Source: an optimization exercise on an open RTL-to-GDS flow (aim: small area). Production flows keep margins and buffers that such runs may drop. At most, simulation tests tie the RTL to the original design; equivalence was not proved.

==> 02-22: inputs <==
## VGA
module VGA(clock,sys_rst,switch,disp_RGB,hsync,vsync,up,down,left,right,middle,rst ,QC_OUT,QA_OUT);
Settings: LEC_CHECK=0, CAP_MARGIN=20, CORE_MARGIN=2, CORE_UTILIZATION=40, SLEW_MARGIN=20; clock period 10.0 ns.
standard.sh (not shown) runs the stock make flow with config.mk's settings and CLKGATE_MAP_FILE= SYNTH_SCRIPT=/design/flow/synth_recipe.tcl, a recipe that flattens the netlist after the stock synthesis.
==> flow/flow/run.sh <==
#!/bin/bash
# Standard layout, with buf_1 port buffers and a smaller clock tree
# (clkbuf_8, large sink clusters, no dummy loads).
set -euo pipefail
bash standard.sh \
  "BUFFER_PORTS_ARGS=-buffer_cell sky130_fd_sc_hd__buf_1" \
  "CTS_ARGS=-sink_clustering_enable -repair_clock_nets -dont_use_dummy_load -buf_list sky130_fd_sc_hd__clkbuf_8 -sink_clustering_size 60 -sink_clustering_max_diameter 200" \
  finish > standard.log 2>&1
==> 12-09 (differences from 02-22) <==
--- a/flow/design.v
+++ b/flow/design.v
@@ -5,82 +5,55 @@
 input[1:0]switch;
 input rst;
 output [7:0] QC_OUT;
 output [3:0] QA_OUT;
 input up,down,left,right,middle;
 output[11:0]disp_RGB; 
 output hsync; 
 output vsync; 
-reg [8:0] hbp;
-reg [2:0] ha;
-reg [6:0] vd;
-reg [2:0] vc;
-wire [6:0] hb = hbp[8:2];
-wire vga_en = hbp[1] & hbp[0];
-wire hb_end   = hbp[8] & hbp[7] & hbp[6] & (&hbp[4:0]);     
-wire line_end = ha[2] & ha[1] & hbp[8] & (&hbp[5:0]);       
-wire vd_end   = vd[6] & vd[5] & vd[4] & vd[2] & vd[1] & vd[0];  
-wire frame_end = vc[2] & vd[5] & vd[3] & vd[2];               
-always @(posedge clock)
-    if (sys_rst) begin
-        hbp <= 9'd2; ha <= 3'd0;
-    end
-    else if (line_end) begin
-        hbp <= 9'd0; ha <= 3'd0;
-    end
-    else if (hb_end) begin
-        hbp <= 9'd0; ha <= ha + 3'd1;
-    end
-    else hbp <= hbp + 9'd1;
-always @(posedge clock)
-    if (sys_rst) begin
-        vd <= 7'd0; vc <= 3'd0;
-    end
-    else if (line_end) begin
-        if (frame_end) begin
-            vd <= 7'd0; vc <= 3'd0;
-        end
-        else if (vd_end) begin
-            vd <= 7'd0; vc <= vc + 3'd1;
-        end
-        else vd <= vd + 7'd1;
-    end
-wire ha0 = (ha == 3'd0), ha1 = (ha == 3'd1), ha2 = (ha == 3'd2), ha3 = (ha == 3'd3),
-     ha4 = (ha == 3'd4), ha5 = (ha == 3'd5), ha6 = (ha == 3'd6);
-wire vc0 = (vc == 3'd0), vc1 = (vc == 3'd1), vc2 = (vc == 3'd2), vc3 = (vc == 3'd3),
-     vc4 = (vc == 3'd4);
-wire dat_act = ((ha1 & (hb >= 7'd23)) | ha2 | ha3 | ha4 | ha5 | (ha6 & (hb <= 7'd62))) &
-               ((vc0 & (vd >= 7'd34)) | vc1 | vc2 | vc3 | (vc4 & (vd <= 7'd33)));
-assign hsync = ~ha0 | (hb >= 7'd96);
-assign vsync = ~vc0 | (vd >= 7'd2);
-reg [1:0] m;
-always @(posedge clock) begin
-    m[0] <= ~(sys_rst | m[0] | m[1]);
-    m[1] <= ~sys_rst & m[0];
-end
-wire t6_2 = ~hbp[0] & m[1];    
-wire t6_1 =  hbp[0] & m[0];    
-reg [14:0] l1s;               
-wire l1s_end = ((l1s ^ 15'b010010110101100) & 15'b011111111101111) == 15'd0;
-always @(posedge clock)
-    l1s <= (sys_rst | l1s_end) ? 15'd0 : {~l1s[13:0], ~(l1s[14] ^ l1s[0])};
-wire en_1s = l1s_end & t6_2;
-reg [10:0] l50;               
-wire l50_end = ((l50 ^ 11'b00110100111) & 11'b10110111111) == 11'd0;
-always @(posedge clock)
-    l50 <= (sys_rst | l50_end) ? 11'd0 : {~l50[9:0], l50[10] ^ l50[7]};
-wire en_50ms = l50_end & t6_2;
-reg [6:0] l96;                
-wire l96_end = ((l96 ^ 7'b1000010) & 7'b1111010) == 7'd0;    
-wire l96_65  = ((l96 ^ 7'b0011100) & 7'b0111101) == 7'd0;    
-always @(posedge clock)
-    l96 <= (sys_rst | l96_end) ? 7'd0 : {~l96[5:0], ~(l96[6] ^ l96[5])};
-wire en_96hz = l96_end & t6_2;    
-wire pre_96  = l96_65 & t6_1;     
+reg [11:0] hc;
+reg [9:0]  vcount;
+wire [9:0] hcount = hc[11:2];
+wire vga_en = hc[1] & hc[0];
+wire h_end  = hc[11] & hc[10] & (&hc[6:0]);       
+wire v_end  = vcount[9] & vcount[3] & vcount[2];  
+always @(posedge clock)
+    if (sys_rst)    hc <= 12'd2;
+    else if (h_end) hc <= 12'd0;
+    else            hc <= hc + 12'd1;
+always @(posedge clock)
+    if (sys_rst)    vcount <= 10'd0;
+    else if (h_end) vcount <= v_end ? 10'd0 : vcount + 10'd1;
+wire dat_act = (hcount >= 10'd143) && (hcount < 10'd783) &&
+               (vcount >= 10'd34)  && (vcount < 10'd514);
+assign hsync = (hcount > 10'd95);
+assign vsync = (vcount > 10'd1);
+reg [16:0] l1s;
+wire en_1s = ((l1s ^ 17'd74882) & 17'b11110111101111111) == 17'd0;
+always @(posedge clock)
+    if (sys_rst)    l1s <= 17'd111694;
+    else if (en_1s) l1s <= 17'd0;
+    else            l1s <= {l1s[15:0], ~(l1s[16] ^ l1s[14])};
+reg [13:0] l50;
+wire en_50ms = ((l50 ^ 14'd5439) & 14'b11011110111111) == 14'd0;
+always @(posedge clock)
+    if (sys_rst)      l50 <= 14'd1873;
+    else if (en_50ms) l50 <= 14'd0;
+    else              l50 <= {l50[12:0], ~(l50[13] ^ l50[0])};
+reg [8:0] l96;
+wire pre_96 = ((l96 ^ 9'd369) & 9'b110111110) == 9'd0;
+reg en_96hz;
+always @(posedge clock)
+    if (sys_rst)     l96 <= 9'd296;
+    else if (pre_96) l96 <= 9'd0;
+    else             l96 <= {l96[7:0], ~(l96[8] ^ l96[3])};
+always @(posedge clock)
+    if (sys_rst) en_96hz <= 1'b0;
+    else         en_96hz <= pre_96;
 reg [4:0] idx;
 reg [2:0] weizhi;
 always @* begin
     case(idx)
     5'd0:  weizhi=0;
     5'd1:  weizhi=4;
     5'd2:  weizhi=2;
     5'd3:  weizhi=1;
@@ -146,42 +119,47 @@
         case (weizhi)
         3'd0: flag <= up;
         3'd1: flag <= left;
         3'd2: flag <= middle;
         3'd3: flag <= right;
         default: flag <= down;
         endcase
     end
-wire hin = (hb >= 7'd30) && (hb <= 7'd90);
-wire vin = (vd <= 7'd60);
+wire hr0 = (hcount >= 10'd270) && (hcount <= 10'd330);
+wire hr1 = (hcount >= 10'd390) && (hcount <= 10'd450);
+wire hr2 = (hcount >= 10'd510) && (hcount <= 10'd570);
+wire vr0 = (vcount >= 10'd120) && (vcount <= 10'd180);
+wire vr1 = (vcount >= 10'd240) && (vcount <= 10'd300);
+wire vr2 = (vcount >= 10'd360) && (vcount <= 10'd420);
 reg inblock;
 always @* begin
     case (pos)
-    3'd0: inblock = ha3 & vc1;    
-    3'd1: inblock = ha2 & vc2;    
-    3'd2: inblock = ha3 & vc2;    
-    3'd3: inblock = ha4 & vc2;    
-    3'd4: inblock = ha3 & vc3;    
-    default: inblock = ha2 & vc1;
+    3'd0: inblock = hr1 & vr0;    
+    3'd1: inblock = hr0 & vr1;    
+    3'd2: inblock = hr1 & vr1;    
+    3'd3: inblock = hr2 & vr1;    
+    3'd4: inblock = hr1 & vr2;    
+    default: inblock = hr0 & vr0;
     endcase
-    inblock = inblock & hin & vin;
 end
 reg xa, xb;        
 always @(posedge clock) begin
     xa <= ~inblock | flag;
     xb <= ~inblock | ~flag;
 end
-wire v_dat = (ha1 & (hb >= 7'd102)) | ((ha2 | ha3 | ha4) & (hb != 7'd1)) |
-             (ha5 & (hb <= 7'd20) & (hb != 7'd1));
+wire v_dat = (hcount >= 10'd222) && (hcount <= 10'd620) &&
+             (hcount != 10'd241) && (hcount != 10'd361) &&
+             (hcount != 10'd481) && (hcount != 10'd601);
 reg h_dat;
 always @(posedge clock)
     if (vga_en)
-        h_dat <= (vd != 7'd90) &
-                 ((vc0 & (vd >= 7'd71)) | vc1 | vc2 | (vc3 & (vd <= 7'd109)));
+        h_dat <= (vcount > 10'd70) && (vcount < 10'd470) &&
+                 (vcount != 10'd90) && (vcount != 10'd210) &&
+                 (vcount != 10'd330) && (vcount != 10'd450);
 wire hv = h_dat & v_dat;
 wire go = flag_kaishi | up | down | left | right | middle;
 reg d1a, d1b;      
 always @(posedge clock)
     if (sys_rst) begin
         d1a <= 1'b0; d1b <= 1'b0;
         flag_kaishi <= 1'b0;
         flag_jieshu <= 1'b0;
==> flow/run.sh (new file) <==
#!/bin/bash
# synth_recipe.tcl (not shown) runs the flow's synth.tcl, then flattens the netlist and writes it again
# the make line also repeats each setting of config.mk as NAME=value (left out here)
make -C /OpenROAD-flow-scripts/flow DESIGN_CONFIG=/design/flow/config.mk WORK_HOME=/design/flow/orfs CLKGATE_MAP_FILE= SYNTH_SCRIPT=/design/flow/synth_recipe.tcl finish
removed: flow/flow/run.sh
removed: flow/standard.sh
==> 03-05 (differences from 02-22) <==
--- a/flow/design.v
+++ b/flow/design.v
@@ -72,42 +72,38 @@
 reg [6:0] l96;                
 wire l96_end = ((l96 ^ 7'b1000010) & 7'b1111010) == 7'd0;    
 wire l96_65  = ((l96 ^ 7'b0011100) & 7'b0111101) == 7'd0;    
 always @(posedge clock)
     l96 <= (sys_rst | l96_end) ? 7'd0 : {~l96[5:0], ~(l96[6] ^ l96[5])};
 wire en_96hz = l96_end & t6_2;    
 wire pre_96  = l96_65 & t6_1;     
 reg [4:0] idx;
-reg [2:0] weizhi;
-always @* begin
-    case(idx)
-    5'd0:  weizhi=0;
-    5'd1:  weizhi=4;
-    5'd2:  weizhi=2;
-    5'd3:  weizhi=1;
-    5'd4:  weizhi=3;
-    5'd5:  weizhi=0;
-    5'd6:  weizhi=4;
-    5'd7:  weizhi=1;
-    5'd8:  weizhi=2;
-    5'd9:  weizhi=4;
-    5'd10: weizhi=0;
-    5'd11: weizhi=2;
-    5'd12: weizhi=1;
-    5'd13: weizhi=3;
-    5'd14: weizhi=1;
-    5'd15: weizhi=0;
-    5'd16: weizhi=3;
-    5'd17: weizhi=2;
-    5'd18: weizhi=1;
-    5'd19: weizhi=4;
-    default: weizhi=0;
-    endcase
-end
+wire [2:0] weizhi =
+    (idx == 5'd0) ? 3'd0 :
+    (idx == 5'd1) ? 3'd4 :
+    (idx == 5'd2) ? 3'd2 :
+    (idx == 5'd3) ? 3'd1 :
+    (idx == 5'd4) ? 3'd3 :
+    (idx == 5'd5) ? 3'd0 :
+    (idx == 5'd6) ? 3'd4 :
+    (idx == 5'd7) ? 3'd1 :
+    (idx == 5'd8) ? 3'd2 :
+    (idx == 5'd9) ? 3'd4 :
+    (idx == 5'd10) ? 3'd0 :
+    (idx == 5'd11) ? 3'd2 :
+    (idx == 5'd12) ? 3'd1 :
+    (idx == 5'd13) ? 3'd3 :
+    (idx == 5'd14) ? 3'd1 :
+    (idx == 5'd15) ? 3'd0 :
+    (idx == 5'd16) ? 3'd3 :
+    (idx == 5'd17) ? 3'd2 :
+    (idx == 5'd18) ? 3'd1 :
+    (idx == 5'd19) ? 3'd4 :
+    3'd0;
 reg [1:0] s_t;  reg [3:0] s_u;
 reg [1:0] c_t;  reg [3:0] c_u;
 reg flag, flag_kaishi, flag_jieshu;
 wire s_is30 = s_t[1] & s_t[0] & (s_u == 4'd0);
 wire c_is0  = (c_t == 2'd0) & (c_u == 4'd0);
 always @(posedge clock)
     if (sys_rst) begin
         idx <= 5'd31;
@@ -222,26 +218,22 @@
         qa[2]: q <= {2'b00, c_t};
         qa[3]: q <= s_u;
         default: ;
         endcase
 reg [3:0] qd;
 always @(posedge clock)
     if (sys_rst) qd <= 4'd15;
     else if (vga_en) qd <= q;
-reg [6:0] seg;
-always @* begin
-    case (qd)
-    4'd0: seg = 7'b1111110;
-    4'd1: seg = 7'b0110000;
-    4'd2: seg = 7'b1101101;
-    4'd3: seg = 7'b1111001;
-    4'd4: seg = 7'b0110011;
-    4'd5: seg = 7'b1011011;
-    4'd6: seg = 7'b1011111;
-    4'd7: seg = 7'b1110000;
-    4'd8: seg = 7'b1111111;
-    4'd9: seg = 7'b1111011;
-    default: seg = 7'b0000000;
-    endcase
-end
+wire [6:0] seg =
+    (qd == 4'd0) ? 7'b1111110 :
+    (qd == 4'd1) ? 7'b0110000 :
+    (qd == 4'd2) ? 7'b1101101 :
+    (qd == 4'd3) ? 7'b1111001 :
+    (qd == 4'd4) ? 7'b0110011 :
+    (qd == 4'd5) ? 7'b1011011 :
+    (qd == 4'd6) ? 7'b1011111 :
+    (qd == 4'd7) ? 7'b1110000 :
+    (qd == 4'd8) ? 7'b1111111 :
+    (qd == 4'd9) ? 7'b1111011 :
+    7'b0000000;
 assign QC_OUT = {seg, 1'b0};
 endmodule
==> results_dict.tcl <==
set metrics [dict create \
    insertion_delay_ns 0.38 \
    drtIter0Drc 304 \
    p_per_area_nw_per_um2 131 \
    outcome "complete, no violations" \
]
The numbers above come from 02-22.

==> results_dict.tcl <==
set metrics [dict create \
    insertion_delay_ns 0.36 \
    p_per_area_nw_per_um2 129 \
    outcome "complete, no violations" \
    drtIter0Drc 264 \
]
The numbers above come from 03-05.

==> results_dict.tcl <==
set metrics [dict create \
    drtIter0Drc 401 \
    crit_path_top_delay_cell "dfxtp_1" \
    outcome "complete, no violations" \
    wl_met1_mm 5.60 \
    n_antenna_cell 0 \
    p_per_area_nw_per_um2 181 \
    insertion_delay_ns 0.41 \
    syn-cell-area_sq_um 5540 \
]
The numbers above come from 12-09.

Only the layout flow was run in 02-22; the RTL was not checked for function there.

[port drivers added, routing unchanged]
No port has a modelled driver above. Below, the same layouts with a new extraction and two added sets of constraints.
Step 1 assumes that a clkbuf_16 drives the clock port and a buf_2 every other input.
Step 2 adds t to the input delays and takes it off the output delays; t is the mean of the earliest and latest rising clock arrival at the registers after step 1. Input paths then give back, and output paths get back, about the clock's delay inside the block.
Slacks: ideal / step 1 / step 2; pairs: ideal / step 1.
run	t, ns	setup WS [ns]	latest minus earliest clock arrival (ns)
02-22	0.395	5.643 / 5.625 / 5.259	0.036 / 0.037
12-09	0.446	5.211 / 5.174 / 5.571	0.006 / 0.007
03-05	0.386	5.551 / 5.517 / 5.903	0.026 / 0.026
After both steps every run listed still meets setup and hold. The setup slack of 02-22, which loses most, moves by -0.018 ns with the drivers and by -0.384 ns with both steps.
